From an optimization exercise on the open Yosys and OpenROAD flow, aimed at small area and a short achievable clock period; shortcuts taken in it are not production practice.
In this exercise RTL edits were held to simulation tests only and were not proved equivalent to the original.

job 980:
// Integrator
module Integrator
          (clk,
           reset,
           In,
           Out);
clock: 14.0 ns
lec_check: 0
cap_margin: 20
core_margin: 2
core_utilization: 40
cts_buf_list: sky130_fd_sc_hd__clkbuf_4 sky130_fd_sc_hd__clkbuf_8
cts_cluster_diameter: 100
cts_cluster_size: 30
place_density: 0.85
setup_slack_margin: 4
slew_margin: 20
synth_hierarchical: 1
synth_minimum_keep_size: 0
standard.sh (not shown) runs the stock make flow with config.mk's settings and CLKGATE_MAP_FILE= SYNTH_SCRIPT=/design/flow/synth_recipe.tcl, a recipe that flattens the netlist after the stock synthesis.
==> flow/flow/run.sh <==
#!/bin/bash
# Layout flow: the standard synthesis and ORFS layout (standard.sh) with two
# changes to how the layout is made:
#  - the input and output ports get plain buffer cells (buffer_ports
#    -buffer_cell) instead of the delay cells buffer_ports picks by itself;
#  - clock tree synthesis adds no dummy loads (-dont_use_dummy_load); the
#    other CTS arguments are the ones ORFS builds from config.mk.
# Each step's full output goes to a log file here (ORFS keeps its own per-step
# logs under orfs/logs).
set -euo pipefail
export BUFFER_PORTS_ARGS="-buffer_cell sky130_fd_sc_hd__buf_2"
export CTS_ARGS="-sink_clustering_enable -repair_clock_nets -sink_clustering_size 30 -sink_clustering_max_diameter 100 -buf_list {sky130_fd_sc_hd__clkbuf_4 sky130_fd_sc_hd__clkbuf_8} -dont_use_dummy_load"
bash standard.sh synth > run_synth.log 2>&1
bash standard.sh > run_layout.log 2>&1
Edits applied to the flow inputs when going from job 980 to job 4158:
--- a/flow/flow/run.sh
+++ b/flow/flow/run.sh
@@ -1,4 +1,4 @@
 #!/bin/bash
-# Layout flow: the standard synthesis and ORFS layout (standard.sh) with two
-# changes to how the layout is made:
+# Layout flow: the standard synthesis and ORFS layout (standard.sh) with
+# these changes to how the layout is made:
 #  - the input and output ports get plain buffer cells (buffer_ports
@@ -6,3 +6,4 @@
 #  - clock tree synthesis adds no dummy loads (-dont_use_dummy_load); the
-#    other CTS arguments are the ones ORFS builds from config.mk.
+#    other CTS arguments are the ones ORFS builds from config.mk;
+#  - after synthesis, the a21oi_2 gates are set to a21oi_1 (downsize.tcl).
 # Each step's full output goes to a log file here (ORFS keeps its own per-step
@@ -13,2 +14,8 @@
 bash standard.sh synth > run_synth.log 2>&1
+RESULTS="$PWD/orfs/results/$FLOW_PLATFORM/Integrator/base"
+# the liberty files the flow uses, so that replace_cell knows the cells
+LIBS=$(make -s -C "$FLOW_HOME" DESIGN_CONFIG="$PWD/config.mk" WORK_HOME="$PWD/orfs" print-LIB_FILES 2>/dev/null | sed -n 's/^LIB_FILES: *//p')
+[ -n "$LIBS" ] || LIBS="$FLOW_HOME/platforms/$FLOW_PLATFORM/lib/sky130_fd_sc_hd__tt_025C_1v80.lib"
+{ for l in $LIBS; do echo "read_liberty $l"; done; cat flow/downsize.tcl; } > downsize_run.tcl
+RESULTS="$RESULTS" openroad -no_init -exit downsize_run.tcl > run_downsize.log 2>&1
 bash standard.sh > run_layout.log 2>&1
==> flow/flow/downsize.tcl (new file) <==
# Put the prefix adder's and-or-invert gates back at their smallest drive
# strength (synthesis maps that one gate module to the x2 size); the
# resizer may size any of them up again where timing needs it.
read_db $::env(RESULTS)/1_synth.odb
set n 0
foreach inst [get_cells -hierarchical *] {
  set ref [get_property $inst ref_name]
  if {$ref eq "sky130_fd_sc_hd__a21oi_2"} {
    replace_cell $inst [get_lib_cells */sky130_fd_sc_hd__a21oi_1]
    incr n
  }
}
puts "downsized $n cells"
write_db $::env(RESULTS)/1_synth.odb
## What came out
Comparing job 980 against job 4158, there is no change at all in sum of negative setup slack. The core footprint of job 4158 was superior to that of job 980. Between job 4158 and job 980, the wire length does not differ in any meaningful way. Relative to job 980, share of the clock period used by the worst path after layout has gone up in job 4158. Changes observed in job 4158 relative to job 980: transition time at the pin with the least slew margin down 0.15 ns; first-pass GRT wire length down 570 um. On job 4158: sequential share of layout area is 0.44 points higher than what job 980 gave.
--- input diff job 4158..job 3781 ---
# job 4158
export LEC_CHECK = 0
export CAP_MARGIN = 20
export CORE_MARGIN = 2
export CORE_UTILIZATION = 40
export CTS_BUF_LIST = sky130_fd_sc_hd__clkbuf_4 sky130_fd_sc_hd__clkbuf_8
export CTS_CLUSTER_DIAMETER = 100
export CTS_CLUSTER_SIZE = 30
export PLACE_DENSITY = 0.85
export SETUP_SLACK_MARGIN = 4
export SLEW_MARGIN = 20
export SYNTH_HIERARCHICAL = 1
export SYNTH_MINIMUM_KEEP_SIZE = 0
create_clock -name core_clock -period 14.0 [get_ports {clk}]
# job 3781
export LEC_CHECK = 0
export CAP_MARGIN = 20
export CORE_MARGIN = 2
export CORE_UTILIZATION = 40
export CTS_BUF_LIST = sky130_fd_sc_hd__clkbuf_4 sky130_fd_sc_hd__clkbuf_8
export CTS_CLUSTER_DIAMETER = 100
export CTS_CLUSTER_SIZE = 30
export PLACE_DENSITY = 0.93
export SETUP_SLACK_MARGIN = 4
export SLEW_MARGIN = 20
export SYNTH_HIERARCHICAL = 1
export SYNTH_MINIMUM_KEEP_SIZE = 0
create_clock -name core_clock -period 14.0 [get_ports {clk}]
==> flow/flow/run.sh <==
#!/bin/bash
# Layout flow: the standard synthesis and ORFS layout (standard.sh) with two
# changes to how the layout is made:
#  - the input and output ports get plain buffer cells (buffer_ports
#    -buffer_cell) instead of the delay cells buffer_ports picks by itself;
#  - clock tree synthesis adds no dummy loads (-dont_use_dummy_load); the
#    other CTS arguments are the ones ORFS builds from config.mk.
# Each step's full output goes to a log file here (ORFS keeps its own per-step
# logs under orfs/logs).
set -euo pipefail
export BUFFER_PORTS_ARGS="-buffer_cell sky130_fd_sc_hd__buf_2"
export CTS_ARGS="-sink_clustering_enable -repair_clock_nets -sink_clustering_size 30 -sink_clustering_max_diameter 100 -buf_list {sky130_fd_sc_hd__clkbuf_4 sky130_fd_sc_hd__clkbuf_8} -dont_use_dummy_load"
bash standard.sh synth > run_synth.log 2>&1
bash standard.sh > run_layout.log 2>&1
removed: flow/flow/downsize.tcl
--- outcome ---
Between job 4158 and job 3781, the flow reports die area increasing slightly.
Job 3781 — worst hold slack 0.0075 ns higher, job 4158 as reference
Die width (job 3781 vs. job 4158) increases slightly
Delta (job 3781 minus job 4158): growth of design area from synthesis to finish has remained practically unchanged; clock network area share has remained practically unchanged.


## blue
Integrator, a different RTL version from the one above (not shown whole).
Size in the first run: roughly 540 cells after synthesis, roughly 87 flip-flops, about 46 I/O pins.
## Integrator
module Integrator
          (clk,
           reset,
           In,
           Out);
clock: 14.0 ns
lec_check: 0
cap_margin: 20
core_margin: 2
core_utilization: 40
cts_buf_list: sky130_fd_sc_hd__clkbuf_4 sky130_fd_sc_hd__clkbuf_8
cts_cluster_diameter: 100
cts_cluster_size: 30
place_density: 0.85
setup_slack_margin: 4
slew_margin: 20
synth_hierarchical: 1
synth_minimum_keep_size: 0
==> flow/flow/run.sh <==
#!/bin/bash
# Layout flow: the standard synthesis and ORFS layout (standard.sh) with two
# changes to how the layout is made:
#  - the input and output ports get plain buffer cells (buffer_ports
#    -buffer_cell) instead of the delay cells buffer_ports picks by itself;
#  - clock tree synthesis adds no dummy loads (-dont_use_dummy_load); the
#    other CTS arguments are the ones ORFS builds from config.mk.
# Each step's full output goes to a log file here (ORFS keeps its own per-step
# logs under orfs/logs).
set -euo pipefail
export BUFFER_PORTS_ARGS="-buffer_cell sky130_fd_sc_hd__buf_2"
export CTS_ARGS="-sink_clustering_enable -repair_clock_nets -sink_clustering_size 30 -sink_clustering_max_diameter 100 -buf_list {sky130_fd_sc_hd__clkbuf_4 sky130_fd_sc_hd__clkbuf_8} -dont_use_dummy_load"
bash standard.sh synth > run_synth.log 2>&1
bash standard.sh > run_layout.log 2>&1
### blue -> orange
--- a/flow/config.mk
+++ b/flow/config.mk
@@ -14,3 +14,3 @@
 export PLACE_DENSITY = 0.85
-export SETUP_SLACK_MARGIN = 4
+export SETUP_SLACK_MARGIN = 4.7
 export SLEW_MARGIN = 20
Notes after the runs:
- [compare] base=blue new=orange: via count of the first global-routing pass roughly the same.
- Against blue, orange reports a worst setup slack that is higher.
- Headroom to the max-slew limit, orange and blue: smaller value in orange
- Going from blue to orange, compound-cell area share of the yosys netlist roughly the same; maximum fanout count along the critical path now sits lower.


== run 1 ==
Integrator with an RTL version that a note above also has.
Size: roughly 550 cells after synthesis, roughly 0.0068 mm² of cells after synthesis.
## Integrator
module Integrator
          (clk,
           reset,
           In,
           Out);
export LEC_CHECK = 0
export CAP_MARGIN = 20
export CORE_MARGIN = 2
export CORE_UTILIZATION = 40
export CTS_BUF_LIST = sky130_fd_sc_hd__clkbuf_4 sky130_fd_sc_hd__clkbuf_8
export CTS_CLUSTER_DIAMETER = 100
export CTS_CLUSTER_SIZE = 30
export SETUP_SLACK_MARGIN = 4
export SLEW_MARGIN = 20
export SYNTH_HIERARCHICAL = 1
export SYNTH_MINIMUM_KEEP_SIZE = 0
create_clock -name core_clock -period 14.0 [get_ports {clk}]
Scripts as last shown in full above: flow/flow/run.sh
## Diff of input files: run 2 against run 1
# run 1
export LEC_CHECK = 0
export CAP_MARGIN = 20
export CORE_MARGIN = 2
export CORE_UTILIZATION = 40
export CTS_BUF_LIST = sky130_fd_sc_hd__clkbuf_4 sky130_fd_sc_hd__clkbuf_8
export CTS_CLUSTER_DIAMETER = 100
export CTS_CLUSTER_SIZE = 30
export SETUP_SLACK_MARGIN = 4
export SLEW_MARGIN = 20
export SYNTH_HIERARCHICAL = 1
export SYNTH_MINIMUM_KEEP_SIZE = 0
create_clock -name core_clock -period 14.0 [get_ports {clk}]
# run 2
export LEC_CHECK = 0
export CAP_MARGIN = 20
export CORE_MARGIN = 2
export CORE_UTILIZATION = 40
export CTS_BUF_LIST = sky130_fd_sc_hd__clkbuf_4 sky130_fd_sc_hd__clkbuf_8
export CTS_CLUSTER_DIAMETER = 100
export CTS_CLUSTER_SIZE = 30
export PLACE_DENSITY = 0.85
export SETUP_SLACK_MARGIN = 4.6
export SLEW_MARGIN = 20
export SYNTH_HIERARCHICAL = 1
export SYNTH_MINIMUM_KEEP_SIZE = 0
create_clock -name core_clock -period 14.0 [get_ports {clk}]
Run 2: full flow OK, the timing, DRC and antenna checks passed. Final area grows by a few percent when moving from run 1 to run 2. Compared run 2 against run 1; fraction of met3 tracks used by global routing within noise. In terms of area fraction of clock buffers and clock inverters, run 1 and run 2 differ only marginally. Higher routability-driven placement congestion ratio among run 1 and run 2: run 1. Between run 1 and run 2, final critical-path required period decreased. Largest stage delay on the critical path: run 2 vs run 1, no meaningful difference.


## run Z
Another version of the RTL of Integrator (not shown whole).
Size: roughly 470 cells after synthesis, about 86 flip-flops, ~46 I/O pins, roughly 0.0069 mm^2 of cells after synthesis.
Settings: LEC_CHECK=0, CAP_MARGIN=0, CORE_MARGIN=2, CORE_UTILIZATION=40, CTS_BUF_LIST=sky130_fd_sc_hd__clkbuf_4 sky130_fd_sc_hd__clkbuf_8, CTS_CLUSTER_DIAMETER=100, CTS_CLUSTER_SIZE=30, SETUP_SLACK_MARGIN=4, SLEW_MARGIN=0, SYNTH_HIERARCHICAL=1, SYNTH_MINIMUM_KEEP_SIZE=0; clock period 14.0 ns.
==> flow/flow/run.sh <==
#!/bin/bash
# Layout flow: the standard synthesis and ORFS layout (standard.sh), with
# one change: the input and output ports get plain buffer cells
# (buffer_ports -buffer_cell) instead of the delay cells buffer_ports picks by
# itself.  Each step's full output goes to a log file here.
set -euo pipefail
export BUFFER_PORTS_ARGS="-buffer_cell sky130_fd_sc_hd__buf_2"
bash standard.sh synth > run_synth.log 2>&1
bash standard.sh > run_layout.log 2>&1
The following lists how run D was set up differently from run Z:
# run Z
export LEC_CHECK = 0
export CAP_MARGIN = 0
export CORE_MARGIN = 2
export CORE_UTILIZATION = 40
export CTS_BUF_LIST = sky130_fd_sc_hd__clkbuf_4 sky130_fd_sc_hd__clkbuf_8
export CTS_CLUSTER_DIAMETER = 100
export CTS_CLUSTER_SIZE = 30
export SETUP_SLACK_MARGIN = 4
export SLEW_MARGIN = 0
export SYNTH_HIERARCHICAL = 1
export SYNTH_MINIMUM_KEEP_SIZE = 0
create_clock -name core_clock -period 14.0 [get_ports {clk}]
# run D
export LEC_CHECK = 0
export CAP_MARGIN = 20
export CORE_MARGIN = 2
export CORE_UTILIZATION = 40
export CTS_BUF_LIST = sky130_fd_sc_hd__clkbuf_4 sky130_fd_sc_hd__clkbuf_8
export CTS_CLUSTER_DIAMETER = 100
export CTS_CLUSTER_SIZE = 30
export SETUP_SLACK_MARGIN = 4.5
export SLEW_MARGIN = 20
export SYNTH_HIERARCHICAL = 1
export SYNTH_MINIMUM_KEEP_SIZE = 0
create_clock -name core_clock -period 14.0 [get_ports {clk}]
Results
- The final layout from run D, which completed every stage, passed the timing, DRC and antenna checks at the end of the flow.
- Run D -> run Z: depth of the critical timing path with buffers and inverters included flat
- In the final reports, the cell area of run D is larger than that of run Z.
- As far as worst setup slack before clock tree synthesis goes, run D and run Z are indistinguishable; the numbers are identical.
- Route | run D vs run Z | wire longer in run D
- Run D against run Z: number of fillers in the final layout went down.
- Filler-free cell count of the finished design (run D vs. run Z) increases by a few percent


== R ==
Integrator, a different RTL version from the one above (not shown whole).
Size in the first run: about 550 cells after synthesis, ~46 I/O pins, about 6800 sq um of cells after synthesis.
clock: 14.0 ns
lec_check: 0
cap_margin: 20
core_margin: 2
core_utilization: 40
cts_buf_list: sky130_fd_sc_hd__clkbuf_4 sky130_fd_sc_hd__clkbuf_8
cts_cluster_diameter: 100
cts_cluster_size: 30
setup_slack_margin: 4.8
slew_margin: 20
synth_hierarchical: 1
synth_minimum_keep_size: 0
==> flow/flow/run.sh <==
#!/bin/bash
# Layout flow: the standard synthesis and ORFS layout (standard.sh) with two
# changes to how the layout is made:
#  - the input and output ports get plain buffer cells (buffer_ports
#    -buffer_cell) instead of the delay cells buffer_ports picks by itself;
#  - clock tree synthesis adds no dummy loads (-dont_use_dummy_load); the
#    other CTS arguments are the ones ORFS builds from config.mk.
# Each step's full output goes to a log file here (ORFS keeps its own per-step
# logs under orfs/logs).
set -euo pipefail
export BUFFER_PORTS_ARGS="-buffer_cell sky130_fd_sc_hd__buf_2"
export CTS_ARGS="-sink_clustering_enable -repair_clock_nets -sink_clustering_size 30 -sink_clustering_max_diameter 100 -buf_list {sky130_fd_sc_hd__clkbuf_4 sky130_fd_sc_hd__clkbuf_8} -dont_use_dummy_load"
bash standard.sh synth > run_synth.log 2>&1
bash standard.sh > run_layout.log 2>&1
R: flow completed, timing, DRC and antenna clean
What T does differently from R at the input level:
- swapping 4.8 for 5 in SETUP_SLACK_MARGIN
Results
R -> T: instance count of the mapped netlist delta 0, exact match. [compare] base=R new=T: shortest period the worst path allows went down by 0.0070 ns, row count closely matched the old numbers, routed wire length per instance moved down. Going from R to T, stage delay of the slowest cell on the critical path higher; number of sinks driven by the clock tree roughly the same; final count of pins violating max slew roughly the same. Number of non-clock buffers ended up about 17% higher on T than on R. R was smaller in final cell area than T.


Integrator, a different RTL version from the one above (not shown whole).
Size in the first run: ~87 flip-flops.
Settings: LEC_CHECK=0, CAP_MARGIN=20, CORE_MARGIN=2, CORE_UTILIZATION=40, CTS_BUF_LIST=sky130_fd_sc_hd__clkbuf_4 sky130_fd_sc_hd__clkbuf_8, CTS_CLUSTER_DIAMETER=100, CTS_CLUSTER_SIZE=30, PLACE_DENSITY=0.85, SETUP_SLACK_MARGIN=4, SLEW_MARGIN=20, SYNTH_HIERARCHICAL=1, SYNTH_MINIMUM_KEEP_SIZE=0; clock period 14.0 ns.
Scripts as last shown in full above: flow/flow/run.sh
Rerun with:
--- a/flow/flow/run.sh
+++ b/flow/flow/run.sh
@@ -12 +12 @@
-export CTS_ARGS="-sink_clustering_enable -repair_clock_nets -sink_clustering_size 30 -sink_clustering_max_diameter 100 -buf_list {sky130_fd_sc_hd__clkbuf_4 sky130_fd_sc_hd__clkbuf_8} -dont_use_dummy_load"
+export CTS_ARGS="-sink_clustering_enable -repair_clock_nets -sink_clustering_size 12 -sink_clustering_max_diameter 60 -root_buf sky130_fd_sc_hd__clkbuf_8 -buf_list {sky130_fd_sc_hd__clkbuf_4} -dont_use_dummy_load"
CTS_CLUSTER_DIAMETER = 60   (was 100)
CTS_CLUSTER_SIZE = 12   (was 30)
Clock skew is unchanged.
Wire length is unchanged.
Critical path depth does not change.
Die area does not change.
Non-clock buffer count does not change.
Via count stays the same.

static timing again, ports no longer ideal:
How much do the figures lean on ideal ports? The routed layouts below were timed once more, with nothing changed but the port constraints. Step 1 sets driving cells, clkbuf_16 on the clock port and buf_2 on the other inputs (assumed; they add their load-dependent delay and slew). Step 2 times the ports against the registers' clock, not the clock port: input delays grow and output delays shrink by t, the midpoint of the rising clock arrivals with the driver on. a / b / c = ideal / step 1 / step 2; a / b = the first two.
run	t (ns)	setup slack, ns	worst hold slack (ns)	slew at the worst register clock pin (ns)	worst slew at a driven data input, ns
job 980	0.394	4.636 / 4.610 / 4.610	0.342 / 0.342 / 0.342	0.09 / 0.09	0.06
job 4158	0.413	4.450 / 4.424 / 4.424	0.341 / 0.341 / 0.341	0.10 / 0.10	0.04
job 3781	0.390	4.558 / 4.530 / 4.530	0.349 / 0.349 / 0.349	0.10 / 0.10	0.07
blue	0.378	4.667 / 4.635 / 4.635	0.349 / 0.349 / 0.349	0.09 / 0.09	0.07
orange	0.384	4.725 / 4.644 / 4.644	0.350 / 0.350 / 0.350	0.10 / 0.10	0.08
run 1	0.402	4.616 / 4.598 / 4.598	0.347 / 0.347 / 0.347	0.10 / 0.10	0.04
run 2	0.395	4.754 / 4.686 / 4.686	0.343 / 0.343 / 0.343	0.09 / 0.09	0.06
run Z	0.422	4.249 / 4.229 / 4.229	0.354 / 0.354 / 0.354	0.10 / 0.10	0.03
run D	0.420	4.538 / 4.486 / 4.486	0.353 / 0.353 / 0.353	0.09 / 0.09	0.05
R	0.402	4.840 / 4.791 / 4.791	0.352 / 0.352 / 0.352	0.09 / 0.09	0.05
T	0.403	4.847 / 4.786 / 4.786	0.354 / 0.354 / 0.354	0.09 / 0.09	0.06
the first run of note 6	0.394	4.630 / 4.597 / 4.597	0.350 / 0.350 / 0.350	0.09 / 0.09	0.06
the second run of note 6	0.394	4.630 / 4.597 / 4.597	0.350 / 0.350 / 0.350	0.09 / 0.09	0.06
After both steps every run listed still meets setup and hold. The setup slack of orange, which loses most, moves by -0.081 ns with the drivers and by -0.081 ns with both steps.
